Background: an optimization exercise with open tools, aiming at small area, a short achievable clock period and few clock cycles per item. Do not read the settings as production practice.
Function not checked in this run: the RTL went through the layout flow alone.
No activity file was given, so power comes from the tool's default toggle rates.

### flow/flow/run.sh
#!/bin/bash
# The standard layout (standard.sh), with these changes in how the layout is made:
#  - every input and output port still gets its own buffer, but a plain buf_1
#    (OpenROAD's buffer_ports -buffer_cell) instead of the default delay buffer;
#    the resizer upsizes it where timing needs;
#  - any further ORFS variables listed in flow/extra_vars (one NAME=value per line).
# make's output goes to flow.log; ORFS keeps each step's own log under orfs/logs.
set -euo pipefail
MARGIN=${MARGIN:-6.8}
PORTBUF=${PORTBUF:-sky130_fd_sc_hd__buf_1}
EXTRA="'BUFFER_PORTS_ARGS=-buffer_cell ${PORTBUF}'"
if [[ -f flow/extra_vars ]]; then
  while read -r line; do
    [[ -z "$line" || "$line" == \#* ]] && continue
    EXTRA="$EXTRA '$line'"
  done < flow/extra_vars
fi
sed -E -e "s/SETUP_SLACK_MARGIN=[^ ]+/SETUP_SLACK_MARGIN=${MARGIN}/" \
       -e "s|CLKGATE_MAP_FILE= |CLKGATE_MAP_FILE= ${EXTRA} |" \
       standard.sh > standard_mod.sh
grep -q "BUFFER_PORTS_ARGS" standard_mod.sh
bash standard_mod.sh > flow.log 2>&1
### flow/flow/extra_vars
SKIP_INCREMENTAL_REPAIR=1
### flow/standard.sh
#!/bin/bash
# synth_recipe.tcl (not shown) runs the flow's synth.tcl, then flattens the netlist and writes it again
# the make line also repeats each setting of config.mk as NAME=value (left out here)
make -C /OpenROAD-flow-scripts/flow DESIGN_CONFIG=/design/flow/config.mk WORK_HOME=/design/flow/orfs CLKGATE_MAP_FILE= SYNTH_SCRIPT=/design/flow/synth_recipe.tcl "${@:-finish}"
### flow/config.mk
export PLATFORM = sky130hd
export DESIGN_NAME = el2_exu_div_ctl
export DESIGN_NICKNAME = el2_exu_div_ctl
export VERILOG_FILES = /design/flow/design.v
export SDC_FILE = /design/flow/constraint.sdc
export NUM_CORES = 8
export LEC_CHECK = 0
export CAP_MARGIN = 40
export CORE_MARGIN = 2
export CORE_UTILIZATION = 40
export SETUP_SLACK_MARGIN = 5
export SLEW_MARGIN = 40
export SYNTH_HIERARCHICAL = 1
export SYNTH_MINIMUM_KEEP_SIZE = 0
### flow/constraint.sdc
create_clock -name core_clock -period 12.0 [get_ports {clk}]
set_input_delay 2.4000 -clock core_clock [delete_from_list [all_inputs] [get_ports {clk}]]
set_output_delay 2.4000 -clock core_clock [all_outputs]
set_load 0.01 [all_outputs]
### flow/design.v
module el2_exu_div_ctl
  (
   input logic           clk,                        
   input logic           rst_l,                      
   input logic           dp_valid,                   
   input logic           dp_unsign,                  
   input logic           dp_rem,                     
   input logic  [31:0]   dividend,                   
   input logic  [31:0]   divisor,                    
   input logic           cancel,                     
   output logic          finish_dly,                 
   output logic [31:0]   out                         
  );
   logic        sv_ff;                  
   logic        it_ff;                  
   logic        fin_ff;                 
   logic [3:0]  cnt_ff;                 
   logic        busy, last;
   logic [31:0] r_ff;                   
   logic [31:0] q_ff;                   
   logic [32:0] b_ff;                   
   logic        rem_ff, neg_ff;         
   assign busy = sv_ff | it_ff;
   assign last = it_ff & (cnt_ff == 4'd0);
   wire  sa = ~dp_unsign & dividend[31];
   wire  sb = ~dp_unsign & divisor[31];
   wire  bz = (divisor == 32'b0);
   wire [31:0] abs_a, abs_b;
   div_cneg_in u_nega (.s(sa), .x(dividend), .y(abs_a));
   div_cneg_in u_negb (.s(sb), .x(divisor),  .y(abs_b));
   wire        q1, d1_co, q2, d2_co;
   wire [31:0] r1, d2;
   div_step34 u_s1 (.en(it_ff), .x({2'b0, r_ff}), .b({1'b0, b_ff}), .q(q1), .co(d1_co), .y(r1));
   div_step33 u_s2 (.en(it_ff), .x({1'b0, r1}), .b({1'b0, b_ff[32:1]}), .q(q2), .co(d2_co), .y(d2));
   wire [31:0] r2_n = busy ? r1 : abs_a;
   wire [31:0] r_next = q2 ? d2 : r2_n;
   wire early = ~d1_co;
   wire [5:0] clza, clzb;
   div_clz32 u_clza (.x(r_ff), .n(clza));
   div_clz32 u_clzb (.x(b_ff[31:0]), .n(clzb));
   wire [5:0]  sdiff = clzb - clza;                     
   wire        bzero = clzb[5];
   wire [3:0]  m     = (bzero | ~sv_ff) ? 4'hf : sdiff[4:1];
   wire [32:0] b_rot;
   div_rot33 u_rot (.b(b_ff), .m(m), .y(b_rot));
   always_ff @(posedge clk or negedge rst_l) begin
      if (!rst_l) begin
         sv_ff  <= 1'b0;
         it_ff  <= 1'b0;
         fin_ff <= 1'b0;
      end
      else begin
         sv_ff  <= dp_valid & ~cancel;
         it_ff  <= ~cancel & ((sv_ff & ~early) | (it_ff & (cnt_ff != 4'd0)));
         fin_ff <= ~cancel & last;
      end
   end
   always_ff @(posedge clk) begin
      cnt_ff <= sv_ff ? m : cnt_ff - 4'd1;
      r_ff   <= r_next;
      q_ff   <= it_ff ? ((last & rem_ff) ? r_next : {q_ff[29:0], q1, q2}) :
                sv_ff ? 32'b0 : (abs_a & {32{dp_rem}});
      b_ff   <= busy ? b_rot : {1'b0, abs_b};
      if (!busy) begin
         rem_ff <= dp_rem;
         neg_ff <= dp_rem ? sa : (sa ^ sb) & ~bz;
      end
   end
   wire [31:0] ans;
   div_cneg_out u_nego (.s(neg_ff), .x(q_ff), .y(ans));
   assign out        = ans;
   assign finish_dly = ~cancel & (fin_ff | (sv_ff & early));
endmodule  
module div_cneg_in (input logic s, input logic [31:0] x, output logic [31:0] y);
   wire yy_po_l0_1 = x[1] | x[0];
   wire yy_po_l0_3 = x[3] | x[2];
   wire yy_po_l0_5 = x[5] | x[4];
   wire yy_po_l0_7 = x[7] | x[6];
   wire yy_po_l0_9 = x[9] | x[8];
   wire yy_po_l0_11 = x[11] | x[10];
   wire yy_po_l0_13 = x[13] | x[12];
   wire yy_po_l0_15 = x[15] | x[14];
   wire yy_po_l0_17 = x[17] | x[16];
   wire yy_po_l0_19 = x[19] | x[18];
   wire yy_po_l0_21 = x[21] | x[20];
   wire yy_po_l0_23 = x[23] | x[22];
   wire yy_po_l0_25 = x[25] | x[24];
   wire yy_po_l0_27 = x[27] | x[26];
   wire yy_po_l0_29 = x[29] | x[28];
   wire yy_po_l1_2 = x[2] | yy_po_l0_1;
   wire yy_po_l1_3 = yy_po_l0_3 | yy_po_l0_1;
   wire yy_po_l1_6 = x[6] | yy_po_l0_5;
   wire yy_po_l1_7 = yy_po_l0_7 | yy_po_l0_5;
   wire yy_po_l1_10 = x[10] | yy_po_l0_9;
   wire yy_po_l1_11 = yy_po_l0_11 | yy_po_l0_9;
   wire yy_po_l1_14 = x[14] | yy_po_l0_13;
   wire yy_po_l1_15 = yy_po_l0_15 | yy_po_l0_13;
   wire yy_po_l1_18 = x[18] | yy_po_l0_17;
   wire yy_po_l1_19 = yy_po_l0_19 | yy_po_l0_17;
   wire yy_po_l1_22 = x[22] | yy_po_l0_21;
   wire yy_po_l1_23 = yy_po_l0_23 | yy_po_l0_21;
   wire yy_po_l1_26 = x[26] | yy_po_l0_25;
   wire yy_po_l1_27 = yy_po_l0_27 | yy_po_l0_25;
   wire yy_po_l1_30 = x[30] | yy_po_l0_29;
   wire yy_po_l2_4 = x[4] | yy_po_l1_3;
   wire yy_po_l2_5 = yy_po_l0_5 | yy_po_l1_3;
   wire yy_po_l2_6 = yy_po_l1_6 | yy_po_l1_3;
   wire yy_po_l2_7 = yy_po_l1_7 | yy_po_l1_3;
   wire yy_po_l2_12 = x[12] | yy_po_l1_11;
   wire yy_po_l2_13 = yy_po_l0_13 | yy_po_l1_11;
   wire yy_po_l2_14 = yy_po_l1_14 | yy_po_l1_11;
   wire yy_po_l2_15 = yy_po_l1_15 | yy_po_l1_11;
   wire yy_po_l2_20 = x[20] | yy_po_l1_19;
   wire yy_po_l2_21 = yy_po_l0_21 | yy_po_l1_19;
   wire yy_po_l2_22 = yy_po_l1_22 | yy_po_l1_19;
   wire yy_po_l2_23 = yy_po_l1_23 | yy_po_l1_19;
   wire yy_po_l2_28 = x[28] | yy_po_l1_27;
   wire yy_po_l2_29 = yy_po_l0_29 | yy_po_l1_27;
   wire yy_po_l2_30 = yy_po_l1_30 | yy_po_l1_27;
   wire yy_po_l3_8 = x[8] | yy_po_l2_7;
   wire yy_po_l3_9 = yy_po_l0_9 | yy_po_l2_7;
   wire yy_po_l3_10 = yy_po_l1_10 | yy_po_l2_7;
   wire yy_po_l3_11 = yy_po_l1_11 | yy_po_l2_7;
   wire yy_po_l3_12 = yy_po_l2_12 | yy_po_l2_7;
   wire yy_po_l3_13 = yy_po_l2_13 | yy_po_l2_7;
   wire yy_po_l3_14 = yy_po_l2_14 | yy_po_l2_7;
   wire yy_po_l3_15 = yy_po_l2_15 | yy_po_l2_7;
   wire yy_po_l3_24 = x[24] | yy_po_l2_23;
   wire yy_po_l3_25 = yy_po_l0_25 | yy_po_l2_23;
   wire yy_po_l3_26 = yy_po_l1_26 | yy_po_l2_23;
   wire yy_po_l3_27 = yy_po_l1_27 | yy_po_l2_23;
   wire yy_po_l3_28 = yy_po_l2_28 | yy_po_l2_23;
   wire yy_po_l3_29 = yy_po_l2_29 | yy_po_l2_23;
   wire yy_po_l3_30 = yy_po_l2_30 | yy_po_l2_23;
   wire yy_po_l4_16 = x[16] | yy_po_l3_15;
   wire yy_po_l4_17 = yy_po_l0_17 | yy_po_l3_15;
   wire yy_po_l4_18 = yy_po_l1_18 | yy_po_l3_15;
   wire yy_po_l4_19 = yy_po_l1_19 | yy_po_l3_15;
   wire yy_po_l4_20 = yy_po_l2_20 | yy_po_l3_15;
   wire yy_po_l4_21 = yy_po_l2_21 | yy_po_l3_15;
   wire yy_po_l4_22 = yy_po_l2_22 | yy_po_l3_15;
   wire yy_po_l4_23 = yy_po_l2_23 | yy_po_l3_15;
   wire yy_po_l4_24 = yy_po_l3_24 | yy_po_l3_15;
   wire yy_po_l4_25 = yy_po_l3_25 | yy_po_l3_15;
   wire yy_po_l4_26 = yy_po_l3_26 | yy_po_l3_15;
   wire yy_po_l4_27 = yy_po_l3_27 | yy_po_l3_15;
   wire yy_po_l4_28 = yy_po_l3_28 | yy_po_l3_15;
   wire yy_po_l4_29 = yy_po_l3_29 | yy_po_l3_15;
   wire yy_po_l4_30 = yy_po_l3_30 | yy_po_l3_15;
   wire [30:0] yy_po;
   assign yy_po[0] = x[0];
   assign yy_po[1] = yy_po_l0_1;
   assign yy_po[2] = yy_po_l1_2;
   assign yy_po[3] = yy_po_l1_3;
   assign yy_po[4] = yy_po_l2_4;
   assign yy_po[5] = yy_po_l2_5;
   assign yy_po[6] = yy_po_l2_6;
   assign yy_po[7] = yy_po_l2_7;
   assign yy_po[8] = yy_po_l3_8;
   assign yy_po[9] = yy_po_l3_9;
   assign yy_po[10] = yy_po_l3_10;
   assign yy_po[11] = yy_po_l3_11;
   assign yy_po[12] = yy_po_l3_12;
   assign yy_po[13] = yy_po_l3_13;
   assign yy_po[14] = yy_po_l3_14;
   assign yy_po[15] = yy_po_l3_15;
   assign yy_po[16] = yy_po_l4_16;
   assign yy_po[17] = yy_po_l4_17;
   assign yy_po[18] = yy_po_l4_18;
   assign yy_po[19] = yy_po_l4_19;
   assign yy_po[20] = yy_po_l4_20;
   assign yy_po[21] = yy_po_l4_21;
   assign yy_po[22] = yy_po_l4_22;
   assign yy_po[23] = yy_po_l4_23;
   assign yy_po[24] = yy_po_l4_24;
   assign yy_po[25] = yy_po_l4_25;
   assign yy_po[26] = yy_po_l4_26;
   assign yy_po[27] = yy_po_l4_27;
   assign yy_po[28] = yy_po_l4_28;
   assign yy_po[29] = yy_po_l4_29;
   assign yy_po[30] = yy_po_l4_30;
   wire [31:0] yy;
   assign yy[0] = x[0];
   assign yy[31:1] = x[31:1] ^ ({31{s}} & yy_po);
   assign y = yy;
endmodule
module div_cneg_out (input logic s, input logic [31:0] x, output logic [31:0] y);
   wire yy_po_l0_1 = x[1] | x[0];
   wire yy_po_l0_3 = x[3] | x[2];
   wire yy_po_l0_5 = x[5] | x[4];
   wire yy_po_l0_7 = x[7] | x[6];
   wire yy_po_l0_9 = x[9] | x[8];
   wire yy_po_l0_11 = x[11] | x[10];
   wire yy_po_l0_13 = x[13] | x[12];
   wire yy_po_l0_15 = x[15] | x[14];
   wire yy_po_l0_17 = x[17] | x[16];
   wire yy_po_l0_19 = x[19] | x[18];
   wire yy_po_l0_21 = x[21] | x[20];
   wire yy_po_l0_23 = x[23] | x[22];
   wire yy_po_l0_25 = x[25] | x[24];
   wire yy_po_l0_27 = x[27] | x[26];
   wire yy_po_l0_29 = x[29] | x[28];
   wire yy_po_l1_2 = x[2] | yy_po_l0_1;
   wire yy_po_l1_3 = yy_po_l0_3 | yy_po_l0_1;
   wire yy_po_l1_6 = x[6] | yy_po_l0_5;
   wire yy_po_l1_7 = yy_po_l0_7 | yy_po_l0_5;
   wire yy_po_l1_10 = x[10] | yy_po_l0_9;
   wire yy_po_l1_11 = yy_po_l0_11 | yy_po_l0_9;
   wire yy_po_l1_14 = x[14] | yy_po_l0_13;
   wire yy_po_l1_15 = yy_po_l0_15 | yy_po_l0_13;
   wire yy_po_l1_18 = x[18] | yy_po_l0_17;
   wire yy_po_l1_19 = yy_po_l0_19 | yy_po_l0_17;
   wire yy_po_l1_22 = x[22] | yy_po_l0_21;
   wire yy_po_l1_23 = yy_po_l0_23 | yy_po_l0_21;
   wire yy_po_l1_26 = x[26] | yy_po_l0_25;
   wire yy_po_l1_27 = yy_po_l0_27 | yy_po_l0_25;
   wire yy_po_l1_30 = x[30] | yy_po_l0_29;
   wire yy_po_l2_4 = x[4] | yy_po_l1_3;
   wire yy_po_l2_5 = yy_po_l0_5 | yy_po_l1_3;
   wire yy_po_l2_6 = yy_po_l1_6 | yy_po_l1_3;
   wire yy_po_l2_7 = yy_po_l1_7 | yy_po_l1_3;
   wire yy_po_l2_12 = x[12] | yy_po_l1_11;
   wire yy_po_l2_13 = yy_po_l0_13 | yy_po_l1_11;
   wire yy_po_l2_14 = yy_po_l1_14 | yy_po_l1_11;
   wire yy_po_l2_15 = yy_po_l1_15 | yy_po_l1_11;
   wire yy_po_l2_20 = x[20] | yy_po_l1_19;
   wire yy_po_l2_21 = yy_po_l0_21 | yy_po_l1_19;
   wire yy_po_l2_22 = yy_po_l1_22 | yy_po_l1_19;
   wire yy_po_l2_23 = yy_po_l1_23 | yy_po_l1_19;
   wire yy_po_l2_28 = x[28] | yy_po_l1_27;
   wire yy_po_l2_29 = yy_po_l0_29 | yy_po_l1_27;
   wire yy_po_l2_30 = yy_po_l1_30 | yy_po_l1_27;
   wire yy_po_l3_8 = x[8] | yy_po_l2_7;
   wire yy_po_l3_9 = yy_po_l0_9 | yy_po_l2_7;
   wire yy_po_l3_10 = yy_po_l1_10 | yy_po_l2_7;
   wire yy_po_l3_11 = yy_po_l1_11 | yy_po_l2_7;
   wire yy_po_l3_12 = yy_po_l2_12 | yy_po_l2_7;
   wire yy_po_l3_13 = yy_po_l2_13 | yy_po_l2_7;
   wire yy_po_l3_14 = yy_po_l2_14 | yy_po_l2_7;
   wire yy_po_l3_15 = yy_po_l2_15 | yy_po_l2_7;
   wire yy_po_l3_24 = x[24] | yy_po_l2_23;
   wire yy_po_l3_25 = yy_po_l0_25 | yy_po_l2_23;
   wire yy_po_l3_26 = yy_po_l1_26 | yy_po_l2_23;
   wire yy_po_l3_27 = yy_po_l1_27 | yy_po_l2_23;
   wire yy_po_l3_28 = yy_po_l2_28 | yy_po_l2_23;
   wire yy_po_l3_29 = yy_po_l2_29 | yy_po_l2_23;
   wire yy_po_l3_30 = yy_po_l2_30 | yy_po_l2_23;
   wire yy_po_l4_16 = x[16] | yy_po_l3_15;
   wire yy_po_l4_17 = yy_po_l0_17 | yy_po_l3_15;
   wire yy_po_l4_18 = yy_po_l1_18 | yy_po_l3_15;
   wire yy_po_l4_19 = yy_po_l1_19 | yy_po_l3_15;
   wire yy_po_l4_20 = yy_po_l2_20 | yy_po_l3_15;
   wire yy_po_l4_21 = yy_po_l2_21 | yy_po_l3_15;
   wire yy_po_l4_22 = yy_po_l2_22 | yy_po_l3_15;
   wire yy_po_l4_23 = yy_po_l2_23 | yy_po_l3_15;
   wire yy_po_l4_24 = yy_po_l3_24 | yy_po_l3_15;
   wire yy_po_l4_25 = yy_po_l3_25 | yy_po_l3_15;
   wire yy_po_l4_26 = yy_po_l3_26 | yy_po_l3_15;
   wire yy_po_l4_27 = yy_po_l3_27 | yy_po_l3_15;
   wire yy_po_l4_28 = yy_po_l3_28 | yy_po_l3_15;
   wire yy_po_l4_29 = yy_po_l3_29 | yy_po_l3_15;
   wire yy_po_l4_30 = yy_po_l3_30 | yy_po_l3_15;
   wire [30:0] yy_po;
   assign yy_po[0] = x[0];
   assign yy_po[1] = yy_po_l0_1;
   assign yy_po[2] = yy_po_l1_2;
   assign yy_po[3] = yy_po_l1_3;
   assign yy_po[4] = yy_po_l2_4;
   assign yy_po[5] = yy_po_l2_5;
   assign yy_po[6] = yy_po_l2_6;
   assign yy_po[7] = yy_po_l2_7;
   assign yy_po[8] = yy_po_l3_8;
   assign yy_po[9] = yy_po_l3_9;
   assign yy_po[10] = yy_po_l3_10;
   assign yy_po[11] = yy_po_l3_11;
   assign yy_po[12] = yy_po_l3_12;
   assign yy_po[13] = yy_po_l3_13;
   assign yy_po[14] = yy_po_l3_14;
   assign yy_po[15] = yy_po_l3_15;
   assign yy_po[16] = yy_po_l4_16;
   assign yy_po[17] = yy_po_l4_17;
   assign yy_po[18] = yy_po_l4_18;
   assign yy_po[19] = yy_po_l4_19;
   assign yy_po[20] = yy_po_l4_20;
   assign yy_po[21] = yy_po_l4_21;
   assign yy_po[22] = yy_po_l4_22;
   assign yy_po[23] = yy_po_l4_23;
   assign yy_po[24] = yy_po_l4_24;
   assign yy_po[25] = yy_po_l4_25;
   assign yy_po[26] = yy_po_l4_26;
   assign yy_po[27] = yy_po_l4_27;
   assign yy_po[28] = yy_po_l4_28;
   assign yy_po[29] = yy_po_l4_29;
   assign yy_po[30] = yy_po_l4_30;
   wire [31:0] yy;
   assign yy[0] = x[0];
   assign yy[31:1] = x[31:1] ^ ({31{s}} & yy_po);
   assign y = yy;
endmodule
module div_step34 (input logic en, input logic [33:0] x, input logic [33:0] b, output logic q, output logic co, output logic [31:0] y);
   wire [33:0] d_p0 = x ^ ~b;
   wire [33:0] d_g0 = x & ~b;
   wire d_g1_1 = d_g0[1] | (d_p0[1] & (d_g0[0] | d_p0[0]));
   wire d_g1_3 = d_g0[3] | (d_p0[3] & d_g0[2]);
   wire d_p1_3 = d_p0[3] & d_p0[2];
   wire d_g1_5 = d_g0[5] | (d_p0[5] & d_g0[4]);
   wire d_p1_5 = d_p0[5] & d_p0[4];
   wire d_g1_7 = d_g0[7] | (d_p0[7] & d_g0[6]);
   wire d_p1_7 = d_p0[7] & d_p0[6];
   wire d_g1_9 = d_g0[9] | (d_p0[9] & d_g0[8]);
   wire d_p1_9 = d_p0[9] & d_p0[8];
   wire d_g1_11 = d_g0[11] | (d_p0[11] & d_g0[10]);
   wire d_p1_11 = d_p0[11] & d_p0[10];
   wire d_g1_13 = d_g0[13] | (d_p0[13] & d_g0[12]);
   wire d_p1_13 = d_p0[13] & d_p0[12];
   wire d_g1_15 = d_g0[15] | (d_p0[15] & d_g0[14]);
   wire d_p1_15 = d_p0[15] & d_p0[14];
   wire d_g1_17 = d_g0[17] | (d_p0[17] & d_g0[16]);
   wire d_p1_17 = d_p0[17] & d_p0[16];
   wire d_g1_19 = d_g0[19] | (d_p0[19] & d_g0[18]);
   wire d_p1_19 = d_p0[19] & d_p0[18];
   wire d_g1_21 = d_g0[21] | (d_p0[21] & d_g0[20]);
   wire d_p1_21 = d_p0[21] & d_p0[20];
   wire d_g1_23 = d_g0[23] | (d_p0[23] & d_g0[22]);
   wire d_p1_23 = d_p0[23] & d_p0[22];
   wire d_g1_25 = d_g0[25] | (d_p0[25] & d_g0[24]);
   wire d_p1_25 = d_p0[25] & d_p0[24];
   wire d_g1_27 = d_g0[27] | (d_p0[27] & d_g0[26]);
   wire d_p1_27 = d_p0[27] & d_p0[26];
   wire d_g1_29 = d_g0[29] | (d_p0[29] & d_g0[28]);
   wire d_p1_29 = d_p0[29] & d_p0[28];
   wire d_g1_31 = d_g0[31] | (d_p0[31] & d_g0[30]);
   wire d_p1_31 = d_p0[31] & d_p0[30];
   wire d_g1_33 = d_g0[33] | (d_p0[33] & d_g0[32]);
   wire d_p1_33 = d_p0[33] & d_p0[32];
   wire d_g2_3 = d_g1_3 | (d_p1_3 & d_g1_1);
   wire d_g2_7 = d_g1_7 | (d_p1_7 & d_g1_5);
   wire d_p2_7 = d_p1_7 & d_p1_5;
   wire d_g2_11 = d_g1_11 | (d_p1_11 & d_g1_9);
   wire d_p2_11 = d_p1_11 & d_p1_9;
   wire d_g2_15 = d_g1_15 | (d_p1_15 & d_g1_13);
   wire d_p2_15 = d_p1_15 & d_p1_13;
   wire d_g2_19 = d_g1_19 | (d_p1_19 & d_g1_17);
   wire d_p2_19 = d_p1_19 & d_p1_17;
   wire d_g2_23 = d_g1_23 | (d_p1_23 & d_g1_21);
   wire d_p2_23 = d_p1_23 & d_p1_21;
   wire d_g2_27 = d_g1_27 | (d_p1_27 & d_g1_25);
   wire d_p2_27 = d_p1_27 & d_p1_25;
   wire d_g2_31 = d_g1_31 | (d_p1_31 & d_g1_29);
   wire d_p2_31 = d_p1_31 & d_p1_29;
   wire d_g3_7 = d_g2_7 | (d_p2_7 & d_g2_3);
   wire d_g3_15 = d_g2_15 | (d_p2_15 & d_g2_11);
   wire d_p3_15 = d_p2_15 & d_p2_11;
   wire d_g3_23 = d_g2_23 | (d_p2_23 & d_g2_19);
   wire d_p3_23 = d_p2_23 & d_p2_19;
   wire d_g3_31 = d_g2_31 | (d_p2_31 & d_g2_27);
   wire d_p3_31 = d_p2_31 & d_p2_27;
   wire d_g4_15 = d_g3_15 | (d_p3_15 & d_g3_7);
   wire d_g4_31 = d_g3_31 | (d_p3_31 & d_g3_23);
   wire d_p4_31 = d_p3_31 & d_p3_23;
   wire d_g5_31 = d_g4_31 | (d_p4_31 & d_g4_15);
   wire d_g7_23 = d_g3_23 | (d_p3_23 & d_g4_15);
   wire d_g8_11 = d_g2_11 | (d_p2_11 & d_g3_7);
   wire d_g8_19 = d_g2_19 | (d_p2_19 & d_g4_15);
   wire d_g8_27 = d_g2_27 | (d_p2_27 & d_g7_23);
   wire d_g9_5 = d_g1_5 | (d_p1_5 & d_g2_3);
   wire d_g9_9 = d_g1_9 | (d_p1_9 & d_g3_7);
   wire d_g9_13 = d_g1_13 | (d_p1_13 & d_g8_11);
   wire d_g9_17 = d_g1_17 | (d_p1_17 & d_g4_15);
   wire d_g9_21 = d_g1_21 | (d_p1_21 & d_g8_19);
   wire d_g9_25 = d_g1_25 | (d_p1_25 & d_g7_23);
   wire d_g9_29 = d_g1_29 | (d_p1_29 & d_g8_27);
   wire d_g9_33 = d_g1_33 | (d_p1_33 & d_g5_31);
   wire d_g10_2 = d_g0[2] | (d_p0[2] & d_g1_1);
   wire d_g10_4 = d_g0[4] | (d_p0[4] & d_g2_3);
   wire d_g10_6 = d_g0[6] | (d_p0[6] & d_g9_5);
   wire d_g10_8 = d_g0[8] | (d_p0[8] & d_g3_7);
   wire d_g10_10 = d_g0[10] | (d_p0[10] & d_g9_9);
   wire d_g10_12 = d_g0[12] | (d_p0[12] & d_g8_11);
   wire d_g10_14 = d_g0[14] | (d_p0[14] & d_g9_13);
   wire d_g10_16 = d_g0[16] | (d_p0[16] & d_g4_15);
   wire d_g10_18 = d_g0[18] | (d_p0[18] & d_g9_17);
   wire d_g10_20 = d_g0[20] | (d_p0[20] & d_g8_19);
   wire d_g10_22 = d_g0[22] | (d_p0[22] & d_g9_21);
   wire d_g10_24 = d_g0[24] | (d_p0[24] & d_g7_23);
   wire d_g10_26 = d_g0[26] | (d_p0[26] & d_g9_25);
   wire d_g10_28 = d_g0[28] | (d_p0[28] & d_g8_27);
   wire d_g10_30 = d_g0[30] | (d_p0[30] & d_g9_29);
   wire d_g10_32 = d_g0[32] | (d_p0[32] & d_g5_31);
   wire [33:0] d_c = {d_g9_33, d_g10_32, d_g5_31, d_g10_30, d_g9_29, d_g10_28, d_g8_27, d_g10_26, d_g9_25, d_g10_24, d_g7_23, d_g10_22, d_g9_21, d_g10_20, d_g8_19, d_g10_18, d_g9_17, d_g10_16, d_g4_15, d_g10_14, d_g9_13, d_g10_12, d_g8_11, d_g10_10, d_g9_9, d_g10_8, d_g3_7, d_g10_6, d_g9_5, d_g10_4, d_g2_3, d_g10_2, d_g1_1, (d_g0[0] | d_p0[0])};
   wire [33:0] d = d_p0 ^ {d_c[32:0], 1'b1};
   wire d_co = d_c[33];
   assign co = d_co;
   assign q  = en & d_co;
   assign y  = q ? d[31:0] : x[31:0];
endmodule
module div_step33 (input logic en, input logic [32:0] x, input logic [32:0] b, output logic q, output logic co, output logic [31:0] y);
   wire [32:0] d_p0 = x ^ ~b;
   wire [32:0] d_g0 = x & ~b;
   wire d_g1_1 = d_g0[1] | (d_p0[1] & (d_g0[0] | d_p0[0]));
   wire d_g1_2 = d_g0[2] | (d_p0[2] & d_g0[1]);
   wire d_p1_2 = d_p0[2] & d_p0[1];
   wire d_g1_3 = d_g0[3] | (d_p0[3] & d_g0[2]);
   wire d_p1_3 = d_p0[3] & d_p0[2];
   wire d_g1_4 = d_g0[4] | (d_p0[4] & d_g0[3]);
   wire d_p1_4 = d_p0[4] & d_p0[3];
   wire d_g1_5 = d_g0[5] | (d_p0[5] & d_g0[4]);
   wire d_p1_5 = d_p0[5] & d_p0[4];
   wire d_g1_6 = d_g0[6] | (d_p0[6] & d_g0[5]);
   wire d_p1_6 = d_p0[6] & d_p0[5];
   wire d_g1_7 = d_g0[7] | (d_p0[7] & d_g0[6]);
   wire d_p1_7 = d_p0[7] & d_p0[6];
   wire d_g1_8 = d_g0[8] | (d_p0[8] & d_g0[7]);
   wire d_p1_8 = d_p0[8] & d_p0[7];
   wire d_g1_9 = d_g0[9] | (d_p0[9] & d_g0[8]);
   wire d_p1_9 = d_p0[9] & d_p0[8];
   wire d_g1_10 = d_g0[10] | (d_p0[10] & d_g0[9]);
   wire d_p1_10 = d_p0[10] & d_p0[9];
   wire d_g1_11 = d_g0[11] | (d_p0[11] & d_g0[10]);
   wire d_p1_11 = d_p0[11] & d_p0[10];
   wire d_g1_12 = d_g0[12] | (d_p0[12] & d_g0[11]);
   wire d_p1_12 = d_p0[12] & d_p0[11];
   wire d_g1_13 = d_g0[13] | (d_p0[13] & d_g0[12]);
   wire d_p1_13 = d_p0[13] & d_p0[12];
   wire d_g1_14 = d_g0[14] | (d_p0[14] & d_g0[13]);
   wire d_p1_14 = d_p0[14] & d_p0[13];
   wire d_g1_15 = d_g0[15] | (d_p0[15] & d_g0[14]);
   wire d_p1_15 = d_p0[15] & d_p0[14];
   wire d_g1_16 = d_g0[16] | (d_p0[16] & d_g0[15]);
   wire d_p1_16 = d_p0[16] & d_p0[15];
   wire d_g1_17 = d_g0[17] | (d_p0[17] & d_g0[16]);
   wire d_p1_17 = d_p0[17] & d_p0[16];
   wire d_g1_18 = d_g0[18] | (d_p0[18] & d_g0[17]);
   wire d_p1_18 = d_p0[18] & d_p0[17];
   wire d_g1_19 = d_g0[19] | (d_p0[19] & d_g0[18]);
   wire d_p1_19 = d_p0[19] & d_p0[18];
   wire d_g1_20 = d_g0[20] | (d_p0[20] & d_g0[19]);
   wire d_p1_20 = d_p0[20] & d_p0[19];
   wire d_g1_21 = d_g0[21] | (d_p0[21] & d_g0[20]);
   wire d_p1_21 = d_p0[21] & d_p0[20];
   wire d_g1_22 = d_g0[22] | (d_p0[22] & d_g0[21]);
   wire d_p1_22 = d_p0[22] & d_p0[21];
   wire d_g1_23 = d_g0[23] | (d_p0[23] & d_g0[22]);
   wire d_p1_23 = d_p0[23] & d_p0[22];
   wire d_g1_24 = d_g0[24] | (d_p0[24] & d_g0[23]);
   wire d_p1_24 = d_p0[24] & d_p0[23];
   wire d_g1_25 = d_g0[25] | (d_p0[25] & d_g0[24]);
   wire d_p1_25 = d_p0[25] & d_p0[24];
   wire d_g1_26 = d_g0[26] | (d_p0[26] & d_g0[25]);
   wire d_p1_26 = d_p0[26] & d_p0[25];
   wire d_g1_27 = d_g0[27] | (d_p0[27] & d_g0[26]);
   wire d_p1_27 = d_p0[27] & d_p0[26];
   wire d_g1_28 = d_g0[28] | (d_p0[28] & d_g0[27]);
   wire d_p1_28 = d_p0[28] & d_p0[27];
   wire d_g1_29 = d_g0[29] | (d_p0[29] & d_g0[28]);
   wire d_p1_29 = d_p0[29] & d_p0[28];
   wire d_g1_30 = d_g0[30] | (d_p0[30] & d_g0[29]);
   wire d_p1_30 = d_p0[30] & d_p0[29];
   wire d_g1_31 = d_g0[31] | (d_p0[31] & d_g0[30]);
   wire d_p1_31 = d_p0[31] & d_p0[30];
   wire d_g1_32 = d_g0[32] | (d_p0[32] & d_g0[31]);
   wire d_p1_32 = d_p0[32] & d_p0[31];
   wire d_g2_2 = d_g1_2 | (d_p1_2 & (d_g0[0] | d_p0[0]));
   wire d_g2_3 = d_g1_3 | (d_p1_3 & d_g1_1);
   wire d_g2_4 = d_g1_4 | (d_p1_4 & d_g1_2);
   wire d_p2_4 = d_p1_4 & d_p1_2;
   wire d_g2_5 = d_g1_5 | (d_p1_5 & d_g1_3);
   wire d_p2_5 = d_p1_5 & d_p1_3;
   wire d_g2_6 = d_g1_6 | (d_p1_6 & d_g1_4);
   wire d_p2_6 = d_p1_6 & d_p1_4;
   wire d_g2_7 = d_g1_7 | (d_p1_7 & d_g1_5);
   wire d_p2_7 = d_p1_7 & d_p1_5;
   wire d_g2_8 = d_g1_8 | (d_p1_8 & d_g1_6);
   wire d_p2_8 = d_p1_8 & d_p1_6;
   wire d_g2_9 = d_g1_9 | (d_p1_9 & d_g1_7);
   wire d_p2_9 = d_p1_9 & d_p1_7;
   wire d_g2_10 = d_g1_10 | (d_p1_10 & d_g1_8);
   wire d_p2_10 = d_p1_10 & d_p1_8;
   wire d_g2_11 = d_g1_11 | (d_p1_11 & d_g1_9);
   wire d_p2_11 = d_p1_11 & d_p1_9;
   wire d_g2_12 = d_g1_12 | (d_p1_12 & d_g1_10);
   wire d_p2_12 = d_p1_12 & d_p1_10;
   wire d_g2_13 = d_g1_13 | (d_p1_13 & d_g1_11);
   wire d_p2_13 = d_p1_13 & d_p1_11;
   wire d_g2_14 = d_g1_14 | (d_p1_14 & d_g1_12);
   wire d_p2_14 = d_p1_14 & d_p1_12;
   wire d_g2_15 = d_g1_15 | (d_p1_15 & d_g1_13);
   wire d_p2_15 = d_p1_15 & d_p1_13;
   wire d_g2_16 = d_g1_16 | (d_p1_16 & d_g1_14);
   wire d_p2_16 = d_p1_16 & d_p1_14;
   wire d_g2_17 = d_g1_17 | (d_p1_17 & d_g1_15);
   wire d_p2_17 = d_p1_17 & d_p1_15;
   wire d_g2_18 = d_g1_18 | (d_p1_18 & d_g1_16);
   wire d_p2_18 = d_p1_18 & d_p1_16;
   wire d_g2_19 = d_g1_19 | (d_p1_19 & d_g1_17);
   wire d_p2_19 = d_p1_19 & d_p1_17;
   wire d_g2_20 = d_g1_20 | (d_p1_20 & d_g1_18);
   wire d_p2_20 = d_p1_20 & d_p1_18;
   wire d_g2_21 = d_g1_21 | (d_p1_21 & d_g1_19);
   wire d_p2_21 = d_p1_21 & d_p1_19;
   wire d_g2_22 = d_g1_22 | (d_p1_22 & d_g1_20);
   wire d_p2_22 = d_p1_22 & d_p1_20;
   wire d_g2_23 = d_g1_23 | (d_p1_23 & d_g1_21);
   wire d_p2_23 = d_p1_23 & d_p1_21;
   wire d_g2_24 = d_g1_24 | (d_p1_24 & d_g1_22);
   wire d_p2_24 = d_p1_24 & d_p1_22;
   wire d_g2_25 = d_g1_25 | (d_p1_25 & d_g1_23);
   wire d_p2_25 = d_p1_25 & d_p1_23;
   wire d_g2_26 = d_g1_26 | (d_p1_26 & d_g1_24);
   wire d_p2_26 = d_p1_26 & d_p1_24;
   wire d_g2_27 = d_g1_27 | (d_p1_27 & d_g1_25);
   wire d_p2_27 = d_p1_27 & d_p1_25;
   wire d_g2_28 = d_g1_28 | (d_p1_28 & d_g1_26);
   wire d_p2_28 = d_p1_28 & d_p1_26;
   wire d_g2_29 = d_g1_29 | (d_p1_29 & d_g1_27);
   wire d_p2_29 = d_p1_29 & d_p1_27;
   wire d_g2_30 = d_g1_30 | (d_p1_30 & d_g1_28);
   wire d_p2_30 = d_p1_30 & d_p1_28;
   wire d_g2_31 = d_g1_31 | (d_p1_31 & d_g1_29);
   wire d_p2_31 = d_p1_31 & d_p1_29;
   wire d_g2_32 = d_g1_32 | (d_p1_32 & d_g1_30);
   wire d_p2_32 = d_p1_32 & d_p1_30;
   wire d_g3_4 = d_g2_4 | (d_p2_4 & (d_g0[0] | d_p0[0]));
   wire d_g3_5 = d_g2_5 | (d_p2_5 & d_g1_1);
   wire d_g3_6 = d_g2_6 | (d_p2_6 & d_g2_2);
   wire d_g3_7 = d_g2_7 | (d_p2_7 & d_g2_3);
   wire d_g3_8 = d_g2_8 | (d_p2_8 & d_g2_4);
   wire d_p3_8 = d_p2_8 & d_p2_4;
   wire d_g3_9 = d_g2_9 | (d_p2_9 & d_g2_5);
   wire d_p3_9 = d_p2_9 & d_p2_5;
   wire d_g3_10 = d_g2_10 | (d_p2_10 & d_g2_6);
   wire d_p3_10 = d_p2_10 & d_p2_6;
   wire d_g3_11 = d_g2_11 | (d_p2_11 & d_g2_7);
   wire d_p3_11 = d_p2_11 & d_p2_7;
   wire d_g3_12 = d_g2_12 | (d_p2_12 & d_g2_8);
   wire d_p3_12 = d_p2_12 & d_p2_8;
   wire d_g3_13 = d_g2_13 | (d_p2_13 & d_g2_9);
   wire d_p3_13 = d_p2_13 & d_p2_9;
   wire d_g3_14 = d_g2_14 | (d_p2_14 & d_g2_10);
   wire d_p3_14 = d_p2_14 & d_p2_10;
   wire d_g3_15 = d_g2_15 | (d_p2_15 & d_g2_11);
   wire d_p3_15 = d_p2_15 & d_p2_11;
   wire d_g3_16 = d_g2_16 | (d_p2_16 & d_g2_12);
   wire d_p3_16 = d_p2_16 & d_p2_12;
   wire d_g3_17 = d_g2_17 | (d_p2_17 & d_g2_13);
   wire d_p3_17 = d_p2_17 & d_p2_13;
   wire d_g3_18 = d_g2_18 | (d_p2_18 & d_g2_14);
   wire d_p3_18 = d_p2_18 & d_p2_14;
   wire d_g3_19 = d_g2_19 | (d_p2_19 & d_g2_15);
   wire d_p3_19 = d_p2_19 & d_p2_15;
   wire d_g3_20 = d_g2_20 | (d_p2_20 & d_g2_16);
   wire d_p3_20 = d_p2_20 & d_p2_16;
   wire d_g3_21 = d_g2_21 | (d_p2_21 & d_g2_17);
   wire d_p3_21 = d_p2_21 & d_p2_17;
   wire d_g3_22 = d_g2_22 | (d_p2_22 & d_g2_18);
   wire d_p3_22 = d_p2_22 & d_p2_18;
   wire d_g3_23 = d_g2_23 | (d_p2_23 & d_g2_19);
   wire d_p3_23 = d_p2_23 & d_p2_19;
   wire d_g3_24 = d_g2_24 | (d_p2_24 & d_g2_20);
   wire d_p3_24 = d_p2_24 & d_p2_20;
   wire d_g3_25 = d_g2_25 | (d_p2_25 & d_g2_21);
   wire d_p3_25 = d_p2_25 & d_p2_21;
   wire d_g3_26 = d_g2_26 | (d_p2_26 & d_g2_22);
   wire d_p3_26 = d_p2_26 & d_p2_22;
   wire d_g3_27 = d_g2_27 | (d_p2_27 & d_g2_23);
   wire d_p3_27 = d_p2_27 & d_p2_23;
   wire d_g3_28 = d_g2_28 | (d_p2_28 & d_g2_24);
   wire d_p3_28 = d_p2_28 & d_p2_24;
   wire d_g3_29 = d_g2_29 | (d_p2_29 & d_g2_25);
   wire d_p3_29 = d_p2_29 & d_p2_25;
   wire d_g3_30 = d_g2_30 | (d_p2_30 & d_g2_26);
   wire d_p3_30 = d_p2_30 & d_p2_26;
   wire d_g3_31 = d_g2_31 | (d_p2_31 & d_g2_27);
   wire d_p3_31 = d_p2_31 & d_p2_27;
   wire d_g3_32 = d_g2_32 | (d_p2_32 & d_g2_28);
   wire d_p3_32 = d_p2_32 & d_p2_28;
   wire d_g4_8 = d_g3_8 | (d_p3_8 & (d_g0[0] | d_p0[0]));
   wire d_g4_9 = d_g3_9 | (d_p3_9 & d_g1_1);
   wire d_g4_10 = d_g3_10 | (d_p3_10 & d_g2_2);
   wire d_g4_11 = d_g3_11 | (d_p3_11 & d_g2_3);
   wire d_g4_12 = d_g3_12 | (d_p3_12 & d_g3_4);
   wire d_g4_13 = d_g3_13 | (d_p3_13 & d_g3_5);
   wire d_g4_14 = d_g3_14 | (d_p3_14 & d_g3_6);
   wire d_g4_15 = d_g3_15 | (d_p3_15 & d_g3_7);
   wire d_g4_16 = d_g3_16 | (d_p3_16 & d_g3_8);
   wire d_p4_16 = d_p3_16 & d_p3_8;
   wire d_g4_17 = d_g3_17 | (d_p3_17 & d_g3_9);
   wire d_p4_17 = d_p3_17 & d_p3_9;
   wire d_g4_18 = d_g3_18 | (d_p3_18 & d_g3_10);
   wire d_p4_18 = d_p3_18 & d_p3_10;
   wire d_g4_19 = d_g3_19 | (d_p3_19 & d_g3_11);
   wire d_p4_19 = d_p3_19 & d_p3_11;
   wire d_g4_20 = d_g3_20 | (d_p3_20 & d_g3_12);
   wire d_p4_20 = d_p3_20 & d_p3_12;
   wire d_g4_21 = d_g3_21 | (d_p3_21 & d_g3_13);
   wire d_p4_21 = d_p3_21 & d_p3_13;
   wire d_g4_22 = d_g3_22 | (d_p3_22 & d_g3_14);
   wire d_p4_22 = d_p3_22 & d_p3_14;
   wire d_g4_23 = d_g3_23 | (d_p3_23 & d_g3_15);
   wire d_p4_23 = d_p3_23 & d_p3_15;
   wire d_g4_24 = d_g3_24 | (d_p3_24 & d_g3_16);
   wire d_p4_24 = d_p3_24 & d_p3_16;
   wire d_g4_25 = d_g3_25 | (d_p3_25 & d_g3_17);
   wire d_p4_25 = d_p3_25 & d_p3_17;
   wire d_g4_26 = d_g3_26 | (d_p3_26 & d_g3_18);
   wire d_p4_26 = d_p3_26 & d_p3_18;
   wire d_g4_27 = d_g3_27 | (d_p3_27 & d_g3_19);
   wire d_p4_27 = d_p3_27 & d_p3_19;
   wire d_g4_28 = d_g3_28 | (d_p3_28 & d_g3_20);
   wire d_p4_28 = d_p3_28 & d_p3_20;
   wire d_g4_29 = d_g3_29 | (d_p3_29 & d_g3_21);
   wire d_p4_29 = d_p3_29 & d_p3_21;
   wire d_g4_30 = d_g3_30 | (d_p3_30 & d_g3_22);
   wire d_p4_30 = d_p3_30 & d_p3_22;
   wire d_g4_31 = d_g3_31 | (d_p3_31 & d_g3_23);
   wire d_p4_31 = d_p3_31 & d_p3_23;
   wire d_g4_32 = d_g3_32 | (d_p3_32 & d_g3_24);
   wire d_p4_32 = d_p3_32 & d_p3_24;
   wire d_g5_16 = d_g4_16 | (d_p4_16 & (d_g0[0] | d_p0[0]));
   wire d_g5_17 = d_g4_17 | (d_p4_17 & d_g1_1);
   wire d_g5_18 = d_g4_18 | (d_p4_18 & d_g2_2);
   wire d_g5_19 = d_g4_19 | (d_p4_19 & d_g2_3);
   wire d_g5_20 = d_g4_20 | (d_p4_20 & d_g3_4);
   wire d_g5_21 = d_g4_21 | (d_p4_21 & d_g3_5);
   wire d_g5_22 = d_g4_22 | (d_p4_22 & d_g3_6);
   wire d_g5_23 = d_g4_23 | (d_p4_23 & d_g3_7);
   wire d_g5_24 = d_g4_24 | (d_p4_24 & d_g4_8);
   wire d_g5_25 = d_g4_25 | (d_p4_25 & d_g4_9);
   wire d_g5_26 = d_g4_26 | (d_p4_26 & d_g4_10);
   wire d_g5_27 = d_g4_27 | (d_p4_27 & d_g4_11);
   wire d_g5_28 = d_g4_28 | (d_p4_28 & d_g4_12);
   wire d_g5_29 = d_g4_29 | (d_p4_29 & d_g4_13);
   wire d_g5_30 = d_g4_30 | (d_p4_30 & d_g4_14);
   wire d_g5_31 = d_g4_31 | (d_p4_31 & d_g4_15);
   wire d_g5_32 = d_g4_32 | (d_p4_32 & d_g4_16);
   wire d_p5_32 = d_p4_32 & d_p4_16;
   wire d_g6_32 = d_g5_32 | (d_p5_32 & (d_g0[0] | d_p0[0]));
   wire [32:0] d_c = {d_g6_32, d_g5_31, d_g5_30, d_g5_29, d_g5_28, d_g5_27, d_g5_26, d_g5_25, d_g5_24, d_g5_23, d_g5_22, d_g5_21, d_g5_20, d_g5_19, d_g5_18, d_g5_17, d_g5_16, d_g4_15, d_g4_14, d_g4_13, d_g4_12, d_g4_11, d_g4_10, d_g4_9, d_g4_8, d_g3_7, d_g3_6, d_g3_5, d_g3_4, d_g2_3, d_g2_2, d_g1_1, (d_g0[0] | d_p0[0])};
   wire [32:0] d = d_p0 ^ {d_c[31:0], 1'b1};
   wire d_co = d_c[32];
   assign co = d_co;
   assign q  = en & d_co;
   assign y  = d[31:0];
endmodule
module div_clz32 (input logic [31:0] x, output logic [5:0] n);
   wire c_v0_0 = x[1] | x[0];
   wire c_z0_0 = ~x[1];
   wire c_v0_1 = x[3] | x[2];
   wire c_z0_1 = ~x[3];
   wire c_v0_2 = x[5] | x[4];
   wire c_z0_2 = ~x[5];
   wire c_v0_3 = x[7] | x[6];
   wire c_z0_3 = ~x[7];
   wire c_v0_4 = x[9] | x[8];
   wire c_z0_4 = ~x[9];
   wire c_v0_5 = x[11] | x[10];
   wire c_z0_5 = ~x[11];
   wire c_v0_6 = x[13] | x[12];
   wire c_z0_6 = ~x[13];
   wire c_v0_7 = x[15] | x[14];
   wire c_z0_7 = ~x[15];
   wire c_v0_8 = x[17] | x[16];
   wire c_z0_8 = ~x[17];
   wire c_v0_9 = x[19] | x[18];
   wire c_z0_9 = ~x[19];
   wire c_v0_10 = x[21] | x[20];
   wire c_z0_10 = ~x[21];
   wire c_v0_11 = x[23] | x[22];
   wire c_z0_11 = ~x[23];
   wire c_v0_12 = x[25] | x[24];
   wire c_z0_12 = ~x[25];
   wire c_v0_13 = x[27] | x[26];
   wire c_z0_13 = ~x[27];
   wire c_v0_14 = x[29] | x[28];
   wire c_z0_14 = ~x[29];
   wire c_v0_15 = x[31] | x[30];
   wire c_z0_15 = ~x[31];
   wire c_v1_0 = c_v0_1 | c_v0_0;
   wire c_z1_0_0 = c_v0_1 ? c_z0_1 : c_z0_0;
   wire c_v1_1 = c_v0_3 | c_v0_2;
   wire c_z1_1_0 = c_v0_3 ? c_z0_3 : c_z0_2;
   wire c_v1_2 = c_v0_5 | c_v0_4;
   wire c_z1_2_0 = c_v0_5 ? c_z0_5 : c_z0_4;
   wire c_v1_3 = c_v0_7 | c_v0_6;
   wire c_z1_3_0 = c_v0_7 ? c_z0_7 : c_z0_6;
   wire c_v1_4 = c_v0_9 | c_v0_8;
   wire c_z1_4_0 = c_v0_9 ? c_z0_9 : c_z0_8;
   wire c_v1_5 = c_v0_11 | c_v0_10;
   wire c_z1_5_0 = c_v0_11 ? c_z0_11 : c_z0_10;
   wire c_v1_6 = c_v0_13 | c_v0_12;
   wire c_z1_6_0 = c_v0_13 ? c_z0_13 : c_z0_12;
   wire c_v1_7 = c_v0_15 | c_v0_14;
   wire c_z1_7_0 = c_v0_15 ? c_z0_15 : c_z0_14;
   wire c_v2_0 = c_v1_1 | c_v1_0;
   wire c_z2_0_0 = c_v1_1 ? ~c_v0_3 : ~c_v0_1;
   wire c_z2_0_1 = c_v1_1 ? c_z1_1_0 : c_z1_0_0;
   wire c_v2_1 = c_v1_3 | c_v1_2;
   wire c_z2_1_0 = c_v1_3 ? ~c_v0_7 : ~c_v0_5;
   wire c_z2_1_1 = c_v1_3 ? c_z1_3_0 : c_z1_2_0;
   wire c_v2_2 = c_v1_5 | c_v1_4;
   wire c_z2_2_0 = c_v1_5 ? ~c_v0_11 : ~c_v0_9;
   wire c_z2_2_1 = c_v1_5 ? c_z1_5_0 : c_z1_4_0;
   wire c_v2_3 = c_v1_7 | c_v1_6;
   wire c_z2_3_0 = c_v1_7 ? ~c_v0_15 : ~c_v0_13;
   wire c_z2_3_1 = c_v1_7 ? c_z1_7_0 : c_z1_6_0;
   wire c_v3_0 = c_v2_1 | c_v2_0;
   wire c_z3_0_0 = c_v2_1 ? ~c_v1_3 : ~c_v1_1;
   wire c_z3_0_1 = c_v2_1 ? c_z2_1_0 : c_z2_0_0;
   wire c_z3_0_2 = c_v2_1 ? c_z2_1_1 : c_z2_0_1;
   wire c_v3_1 = c_v2_3 | c_v2_2;
   wire c_z3_1_0 = c_v2_3 ? ~c_v1_7 : ~c_v1_5;
   wire c_z3_1_1 = c_v2_3 ? c_z2_3_0 : c_z2_2_0;
   wire c_z3_1_2 = c_v2_3 ? c_z2_3_1 : c_z2_2_1;
   wire c_v4_0 = c_v3_1 | c_v3_0;
   wire c_z4_0_0 = c_v3_1 ? ~c_v2_3 : ~c_v2_1;
   wire c_z4_0_1 = c_v3_1 ? c_z3_1_0 : c_z3_0_0;
   wire c_z4_0_2 = c_v3_1 ? c_z3_1_1 : c_z3_0_1;
   wire c_z4_0_3 = c_v3_1 ? c_z3_1_2 : c_z3_0_2;
   wire [5:0] c = {~c_v4_0, c_v4_0 & ~c_v3_1, c_v4_0 & c_z4_0_0, c_v4_0 & c_z4_0_1, c_v4_0 & c_z4_0_2, c_v4_0 & c_z4_0_3};
   assign n = c;
endmodule
module div_rot33 (input logic [32:0] b, input logic [3:0] m, output logic [32:0] y);
   wire [32:0] b_r1  = {b[31:0], b[32]};
   wire [32:0] b_r2  = m[0] ? {b_r1[30:0], b_r1[32:31]} : b_r1;
   wire [32:0] b_r4  = m[1] ? {b_r2[28:0], b_r2[32:29]} : b_r2;
   wire [32:0] b_r8  = m[2] ? {b_r4[24:0], b_r4[32:25]} : b_r4;
   assign y          = m[3] ? {b_r8[16:0], b_r8[32:17]} : b_r8;
endmodule
==> out/metrics.cfg <==
[clock_network]
cts_tree=yes
path_clk_slew_ns=0.08
cts_hold_buffers=0
clk_latency_ns=0.38
cts_resized=57
cts_root_buf=clkbuf_16
numClockSinks=106
post-cts-setup-buffers=3
htree_levels=3
clockBufferDepth=2
numCtsBuffers=9

[routing]
drt-pass1-iter-count=5
routed_via_density=6.033
drt-initial-drc-count=719
wire_per_inst_um=20.89
via_count=11050
wirelength_um=38240
remaining_drc_errors=0
final_antenna_net_count=0

[worst_hold_path]
min_path_type=reg2reg
min_from=cnt_ff[0]$_DFF_P_

[power]
p_leak_uw=0.005679
peakVddDrop_mv=0.1063
total_power_uw=4406
power.density_nw_per_um2=315.5

[timing]
min_period_ns=5.340
max_slew_margin_pct=39.06
setup_viol=0
setup_tns_ns=0
hold_viol=0
drv_slew=0
fin_crit_sh_pct=44.50
fin_skew_ns=0.01375
max_freq_mhz=187.3
worstMarginPinSlew_ns=0.9141

[die]
die_x_um=183.3
die_h_um=183.3
std_cell_rows=65
core_um2=31640
initial_core_util_pct=40.63
ios=103
dieArea_um2=33590

[worst_setup_path]
worstPathArrival_ns=5.61
critPathMaxStageDelay_ns=0.58
cp-start-kind=flip-flop
startpoint=b_ff[16]$_DFF_P_
path_buf_inv=3
cp_top_family=compound AO/OA/AOI/OAI gates
rr_startpoint=b_ff[16]$_DFF_P_
worstPathRequired_ns=12.27
crit_type=reg2reg
path_cells=inv_1, ha_1, a21oi_2, o21ai_2, a211oi_2, nor3_2, o41ai_4, buf_12, mux2i_2, inv_1, ha_1, fa_1, nor2b_1, o31ai_2, a21oi_2, a41oi_2, o21ai_1, a21boi_0, xnor2_1, nand2_1, o21ai_2, a221o_1
cp_max_fo=17
end_kind=flip-flop
slowest_stage=dfxtp_1

[global_routing]
grt_pass1_vias=10810
grt_pass1_wl_um=60030
grt_max_degree=67
grt_use_met2_pct=40.06
use_met3_pct=4.130
grt-busiest-layer=met2
antenna_found_initial=0
grt_overflow_total=0
grt_usage_pct=22.97
groute.layer.met1.usage_pct=28.56

[synthesis]
synth_area_um2=12850
syn_inst=1361
syn_avg_cell_area_um2=9.445
synth_warnings=7

[final_layout]
n_antenna_cell=0
design_area_um2=13970
area_delta_synth_final_pct=8.653
layout-drive-gt1-share_pct=21.90
fin_nets=1582

[job]
drv_cap=0

[placement]
dp_hpwl_um=29910
gp_congestion=0.9530
place_area_um2=13430
portBuffers=102

[run_status]
status=finished clean

==> metrics by stage <==
| stage | setup slack [ns] | instances | hold slack (ns) | utilization (%) |
|---|---|---|---|---|
| 2_1_floorplan | 7.031 | 1365 | 0.4422 | - |
| 3_3_place_gp | 5.984 | 1808 | 0.4716 | 42.29 |
| 3_5_place_dp | 5.900 | 1810 | 0.4790 | 42.45 |
| 4_1_cts | 6.779 | 1831 | 0.4894 | 44.15 |
| 5_1_grt | 6.446 | 1831 | 0.5263 | 44.15 |
| 6_report | 6.660 | 1831 | 0.4827 | 44.15 |
==> registers in the layout (all words and copies together) (netlist names) <==
signal	count
b_ff	33
cnt_ff	4
fin_ff	1
it_ff	1
neg_ff	1
q_ff	32
r_ff	32
rem_ff	1
sv_ff	1
==> worst register-to-register path, stage by stage (launching register included) <==
cell and delay [ns]:
dfxtp_1 0.58, inv_1 0.17, ha_1 0.26, a21oi_2 0.15
o21ai_2 0.09, a211oi_2 0.21, nor3_2 0.10, o41ai_4 0.50
buf_12 0.26, mux2i_2 0.32, inv_1 0.07, ha_1 0.21
fa_1 0.43, nor2b_1 0.19, o31ai_2 0.11, a21oi_2 0.24
a41oi_2 0.28, o21ai_1 0.29, a21boi_0 0.17, xnor2_1 0.16
nand2_1 0.09, o21ai_2 0.06, a221o_1 0.28
==> per-layer routing <==
metal	routed length [um]	part of all wire, %
met1	16010	42
met2	18950	50
met4	1113	2.9
met3	2168	5.7
met5	0	0
==> worst paths after layout <==
path,end,slack (ns),cells after the start
max in group asynchronous,it_ff$_DFF_PN0_,10.02,1
hold / removal,cnt_ff[0]$_DFF_P_,0.48,1
setup reg to reg,q_ff[16]$_DFF_P_,6.66,22
setup / recovery,q_ff[16]$_DFF_P_,6.66,22
min in group asynchronous,sv_ff$_DFF_PN0_,1.82,1
hold reg to reg,cnt_ff[0]$_DFF_P_,0.48,1
==> final cells by class <==
class                           count  area, um2
Tap cell                          402      503.0
Fill cell                        3090      17670
Timing Repair Buffer              118      593.1
Clock inverter                      7      85.08
Inverter                          108      405.4
Sequential cell                   106       2197
Clock buffer                        9      225.2
Multi-Input combinational cell   1081       9958
==> placed cells by master, fill, tap and decap left out, types with 7 or more instances in the layout <==
cell       instances
nand3_1           10
clkbuf_16          9
nand4_1           11
o31ai_1           29
nor4_1            26
o41ai_2           12
buf_4             10
nand2_1           93
dfxtp_1           71
mux4_2            59
or3_4              7
or4_4             10
mux2_4            21
o21bai_1           8
dfxtp_2           29
a221o_1           32
ha_1              69
mux2i_1           38
o21ai_1            7
inv_1            108
and3_1            39
mux2_2            35
o21a_1             7
nor2b_1           17
fa_1              18
or3_1              7
o21ai_0           51
buf_1            102
nor2_1            47
xnor2_1          121
a21o_1            27
o21ai_2           36
a31oi_1            8
xor2_1            22
a21oi_1           56
nor3_1            16
mux4_1             7
a21oi_2           11
==> power breakdown <==
part	internal (uW)	switching (uW)	leakage, uW
combinational	1520	1730	0.00462
sequential	501	329	0.000909
clock	166	159	0.000154
total	2190	2220	0.00568

[port drivers added, routing unchanged]
No port has a modelled driver above. Below, the same layout with a new extraction and two added sets of constraints. Step 1 sets driving cells, clkbuf_16 on the clock port and buf_2 on the other inputs (assumed; they add their load-dependent delay and slew). Step 2 moves the port delays by t, midway between the first and last clock arrival at a register: inputs arrive t later, outputs are due t later. That takes back most of the time a late clock gives input paths. Slacks: no drivers / after step 1 / after step 2; pairs: no drivers / after step 1.
t, ns: 0.420
slack for setup (ns): 6.660 / 6.660 / 6.660
hold slack, ns: 0.483 / 0.483 / 0.483
After both steps this run still meets setup and hold. For this run, drivers alone change the setup slack by 0.000 ns; drivers and shift together by 0.000 ns.
